Background: an optimization exercise with open tools, aiming at small area and a short achievable clock period. Do not read the settings as production practice.
Function was checked by simulation only, so behaviour that the tests miss may differ from the original.

// dadda_32_reg
module dadda_32_reg(clk, A, B, Y);
    input clk;
    input [31:0] A;
    input [31:0] B;
    output reg [63:0] Y;
    reg [31:0] a_r, b_r;
    wire [63:0] p;
    dadda_32 mult(.A(a_r), .B(b_r), .Y(p));
    always @(posedge clk) begin
        a_r <= A;
        b_r <= B;
        Y   <= p;
    end
endmodule
For scale: about 2500 cells after synthesis, about 130 flip-flops, roughly 130 I/O pins, ~26000 µm² of cells after synthesis.
clock: 24.0 ns
lec_check: 0
cap_margin: 20
core_margin: 2
core_utilization: 40
slew_margin: 20
synth_hierarchical: 1
synth_minimum_keep_size: 0
standard.sh (not shown) runs the stock make flow with config.mk's settings and CLKGATE_MAP_FILE= SYNTH_SCRIPT=/design/flow/synth_recipe.tcl, a recipe that flattens the netlist after the stock synthesis.
==> flow/flow/run.sh <==
#!/bin/bash
# The standard layout, with timing repair aiming for a setup slack of
# 19.5 ns at the design's 24 ns clock, so that the achieved period shrinks.
bash standard.sh SETUP_SLACK_MARGIN=19.5 finish > standard.log 2>&1
The baseline produced a clean layout.
Next try:
==> flow/run.sh (new file) <==
#!/bin/bash
# synth_recipe.tcl (not shown) runs the flow's synth.tcl, then flattens the netlist and writes it again
# the make line also repeats each setting of config.mk as NAME=value (left out here)
make -C /OpenROAD-flow-scripts/flow DESIGN_CONFIG=/design/flow/config.mk WORK_HOME=/design/flow/orfs CLKGATE_MAP_FILE= SYNTH_SCRIPT=/design/flow/synth_recipe.tcl finish
removed: flow/flow/run.sh
removed: flow/standard.sh
The new run finished with timing, DRC and antenna clean; wire length is lower by roughly a tenth; global-route usage drops by 2.6 points; cell count shrinks by a few percent; cell area drops by roughly a tenth; worst setup slack is worse by 1700 ps; utilization is lower by 6.1 points.
Next try:
==> flow/flow/run.sh (new file) <==
#!/bin/bash
# The standard layout, with timing repair aiming for a setup slack of
# 18.5 ns at the design's 24 ns clock, so that the achieved period shrinks.
bash standard.sh SETUP_SLACK_MARGIN=18.5 finish > standard.log 2>&1
==> flow/standard.sh (new file) <==
#!/bin/bash
# synth_recipe.tcl (not shown) runs the flow's synth.tcl, then flattens the netlist and writes it again
# the make line also repeats each setting of config.mk as NAME=value (left out here)
make -C /OpenROAD-flow-scripts/flow DESIGN_CONFIG=/design/flow/config.mk WORK_HOME=/design/flow/orfs CLKGATE_MAP_FILE= SYNTH_SCRIPT=/design/flow/synth_recipe.tcl "${@:-finish}"
removed: flow/run.sh
The new run produced a clean layout.
Wire length climbs by 13%.
Worst setup slack improves by 1700 ps.
Next try:
==> flow/flow/run.sh (replaced) <==
#!/bin/bash
# The standard layout, with timing repair aiming for a setup slack of
# 16.5 ns at the design's 24 ns clock, so that the achieved period shrinks.
bash standard.sh SETUP_SLACK_MARGIN=16.5 finish > standard.log 2>&1
=>
- wire length decreases by about 11%
- clock skew decreases by 37 ps
- worst setup slack is worse by 720 ps
- worst hold slack is worse by 52 ps
Next try:
==> flow/flow/run.sh (replaced) <==
#!/bin/bash
# The standard layout, with timing repair aiming for a setup slack of
# 17.5 ns at the design's 24 ns clock, so that the achieved period shrinks.
bash standard.sh SETUP_SLACK_MARGIN=17.5 finish > standard.log 2>&1
Cell area came out higher by 8.1%.
Final cell count came out higher by 2.3%.
Worst setup slack gets better by 700 ps.
Hold slack gets better by 96 ps.

---

dadda_32_reg, a different RTL version from the one above (not shown whole).
For scale: roughly 2500 cells after synthesis, ~130 flip-flops, ~26000 µm² of cells after synthesis.
clock: 24.0 ns
lec_check: 0
cap_margin: 20
core_margin: 2
core_utilization: 55
cts_buf_list: sky130_fd_sc_hd__clkbuf_4 sky130_fd_sc_hd__clkbuf_8
slew_margin: 20
synth_hierarchical: 1
synth_minimum_keep_size: 0
==> flow/flow/run.sh <==
#!/bin/bash
# The standard layout, with timing repair aiming for a setup slack of
# 17.5 ns at the design's 24 ns clock, so that the achieved period shrinks,
# and the smallest buffer on each port.
bash standard.sh SETUP_SLACK_MARGIN=17.5 'BUFFER_PORTS_ARGS=-buffer_cell sky130_fd_sc_hd__buf_1' finish > standard.log 2>&1
The starting point finished clean.
Rerun with:
==> flow/flow/run.sh (replaced) <==
#!/bin/bash
# The standard layout, with timing repair aiming for a setup slack of
# 17.5 ns at the design's 24 ns clock, so that the achieved period shrinks,
# the smallest buffer on each port, and a light load in ABC's mapping so that
# the single-gate modules map to the smallest cells (timing repair sizes them).
bash standard.sh SETUP_SLACK_MARGIN=17.5 'BUFFER_PORTS_ARGS=-buffer_cell sky130_fd_sc_hd__buf_1' ABC_LOAD_IN_FF=1 finish > standard.log 2>&1
- CTS_BUF_LIST: sky130_fd_sc_hd__clkbuf_4 sky130_fd_sc_hd__clkbuf_8 -> unset
Worst setup slack improved by 95 ps. Final cell count goes up by 0.50%. Synthesized cell count stays the same. Die area stays flat. Wire length goes up by 1.1%.
Rerun with:
==> flow/flow/run.sh (replaced) <==
#!/bin/bash
# The standard layout, with timing repair aiming for a setup slack of
# 17.5 ns at the design's 24 ns clock, so that the achieved period shrinks.
bash standard.sh SETUP_SLACK_MARGIN=17.5 finish > standard.log 2>&1
- CORE_UTILIZATION: 55 -> 40
Global-route usage decreases by 8.8 points; synthesized cell count does not change; die area increases by 37%; final area increases by 2.2%; worst setup slack gets worse by 86 ps; fmax decreases by about 1.3%; non-clock buffer count decreases by 19; critical path depth decreases by 1.

---

Another version of the RTL of dadda_32_reg (not shown whole).
Size: about 2,500 cells after synthesis, roughly 130 flip-flops, ~130 I/O pins, roughly 0.026 sq mm of cells after synthesis.
==> flow/config.mk <==
export PLATFORM = sky130hd
export DESIGN_NAME = dadda_32_reg
export DESIGN_NICKNAME = dadda_32_reg
export VERILOG_FILES = /design/flow/design.v
export SDC_FILE = /design/flow/constraint.sdc
export NUM_CORES = 4
export LEC_CHECK = 0
export CAP_MARGIN = 20
export CORE_MARGIN = 2
export CORE_UTILIZATION = 55
export CTS_BUF_LIST = sky130_fd_sc_hd__clkbuf_4 sky130_fd_sc_hd__clkbuf_8
export SLEW_MARGIN = 20
export SYNTH_HIERARCHICAL = 1
export SYNTH_MINIMUM_KEEP_SIZE = 0
==> flow/constraint.sdc <==
create_clock -name core_clock -period 24.0 [get_ports {clk}]
set_input_delay 4.8000 -clock core_clock [delete_from_list [all_inputs] [get_ports {clk}]]
set_output_delay 4.8000 -clock core_clock [all_outputs]
set_load 0.01 [all_outputs]
==> flow/flow/run.sh <==
#!/bin/bash
# The standard layout, with timing repair aiming for a setup slack of
# 18 ns at the design's 24 ns clock, so that the achieved period shrinks,
# the smallest buffer on each port, and a light load in ABC's mapping so that
# the single-gate modules map to the smallest cells (timing repair sizes them).
bash standard.sh SETUP_SLACK_MARGIN=18 'BUFFER_PORTS_ARGS=-buffer_cell sky130_fd_sc_hd__buf_1' ABC_LOAD_IN_FF=1 finish > standard.log 2>&1
The starting point went through all stages and came out clean.
Edit:
Settings changed: CTS_BUF_LIST sky130_fd_sc_hd__clkbuf_4 sky130_fd_sc_hd__clkbuf_8 to default.
Result: The new run completed without violations. Die area does not change. Worst setup slack got worse by 0.0037 ns. Routed wire length barely changes. Via count barely changes.
Edit:
Settings changed: CTS_BUF_LIST from default to sky130_fd_sc_hd__clkbuf_8, GPL_ROUTABILITY_DRIVEN from default to 0.
- setup slack barely changes
- global-route usage went down by 0.67 points
- worst hold slack is better by 0.033 ns
- register-to-register slack improves by 0.04 ns
- cell area went down slightly
- sequential share of layout area is about the same
- maximum frequency stays flat
- flip-flop and latch count stays the same
Edit:
Settings changed: CORE_UTILIZATION 55 to 62, GPL_ROUTABILITY_DRIVEN 0 to default, PLACE_DENSITY from default to 0.7.
After rerunning:
- fmax falls by 0.68%
- cell area stays flat
- global-route usage rises by 3.2 points
- sequential share of layout area barely changes
- utilization rises by 8.6 points
- worst setup slack is worse by 0.041 ns
- via count rises by about 1.8%
- worst hold slack is worse by 0.052 ns
- first-iteration DRC count rises by about 13%
Edit:
==> flow/flow/run.sh (replaced) <==
#!/bin/bash
# The standard layout, with timing repair aiming for a setup slack of
# 18.25 ns at the design's 24 ns clock, so that the achieved period shrinks,
# the smallest buffer on each port, and a light load in ABC's mapping so that
# the single-gate modules map to the smallest cells (timing repair sizes them).
bash standard.sh SETUP_SLACK_MARGIN=18.25 'BUFFER_PORTS_ARGS=-buffer_cell sky130_fd_sc_hd__buf_1' ABC_LOAD_IN_FF=1 finish > standard.log 2>&1
Settings changed: CORE_UTILIZATION 62 to 55, PLACE_DENSITY 0.7 to default.
Effect:
- The new run passed the timing, design-rule and antenna checks
- final area climbs by roughly a tenth
- non-clock buffer count climbs by 74
- first-iteration DRC count climbs by a little under a tenth
- worst setup slack improved by 0.14 ns
Edit:
==> flow/flow/run.sh (replaced) <==
#!/bin/bash
# The standard layout, with timing repair aiming for a setup slack of
# 18 ns at the design's 24 ns clock, so that the achieved period shrinks,
# the smallest buffer on each port, and a light load in ABC's mapping so that
# the single-gate modules map to the smallest cells (timing repair sizes them).
bash standard.sh SETUP_SLACK_MARGIN=18 'BUFFER_PORTS_ARGS=-buffer_cell sky130_fd_sc_hd__buf_1' ABC_LOAD_IN_FF=1 finish > standard.log 2>&1
After rerunning:
- The changed run finished clean
- synthesized cell count does not change
- global-route usage shrinks by 1.6 points
- sequential share of layout area grows by 0.49 points
- sequential cell count does not change
- maximum frequency shrinks by 1.6%
- clock skew grows by 0.0057 ns

## static timing again, ports no longer ideal
No port has a modelled driver above. Below, the same layouts with a new extraction and two added sets of constraints. Step 1 (the two cells are an assumption about what drives the block):
set clk [get_ports {clk}]
set_driving_cell -lib_cell sky130_fd_sc_hd__clkbuf_16 $clk
set_driving_cell -lib_cell sky130_fd_sc_hd__buf_2 [delete_from_list [all_inputs] $clk]
Step 2 moves the port delays by t, midway between the first and last clock arrival at a register: inputs arrive t later, outputs are due t later. That takes back most of the time a late clock gives input paths. a / b / c = ideal ports / drivers / drivers and shift; a / b = the first two.
run	t (ns)	setup slack, ns	worst data-port slew with drivers (ns)
the first run of note 1	0.558	17.432 / 17.432 / 17.432	0.05
the second run of note 1	0.562	15.755 / 15.755 / 15.755	0.05
the third run of note 1	0.550	17.405 / 17.405 / 17.405	0.07
the fourth run of note 1	0.563	16.682 / 16.682 / 16.682	0.05
the fifth run of note 1	0.564	17.384 / 17.384 / 17.384	0.05
the first run of note 2	0.615	17.513 / 17.513 / 17.513	0.04
the second run of note 2	0.561	17.608 / 17.608 / 17.608	0.04
the third run of note 2	0.564	17.522 / 17.522 / 17.522	0.05
the first run of note 3	0.631	18.057 / 17.999 / 18.089	0.04
the second run of note 3	0.552	18.053 / 18.053 / 18.053	0.04
the third run of note 3	0.638	18.055 / 17.994 / 18.092	0.04
the fourth run of note 3	0.637	18.014 / 17.959 / 18.014	0.04
the fifth run of note 3	0.625	18.155 / 18.096 / 18.171	0.04
the sixth run of note 3	0.631	18.057 / 17.999 / 18.089	0.04
After both steps every run listed still meets setup and hold.
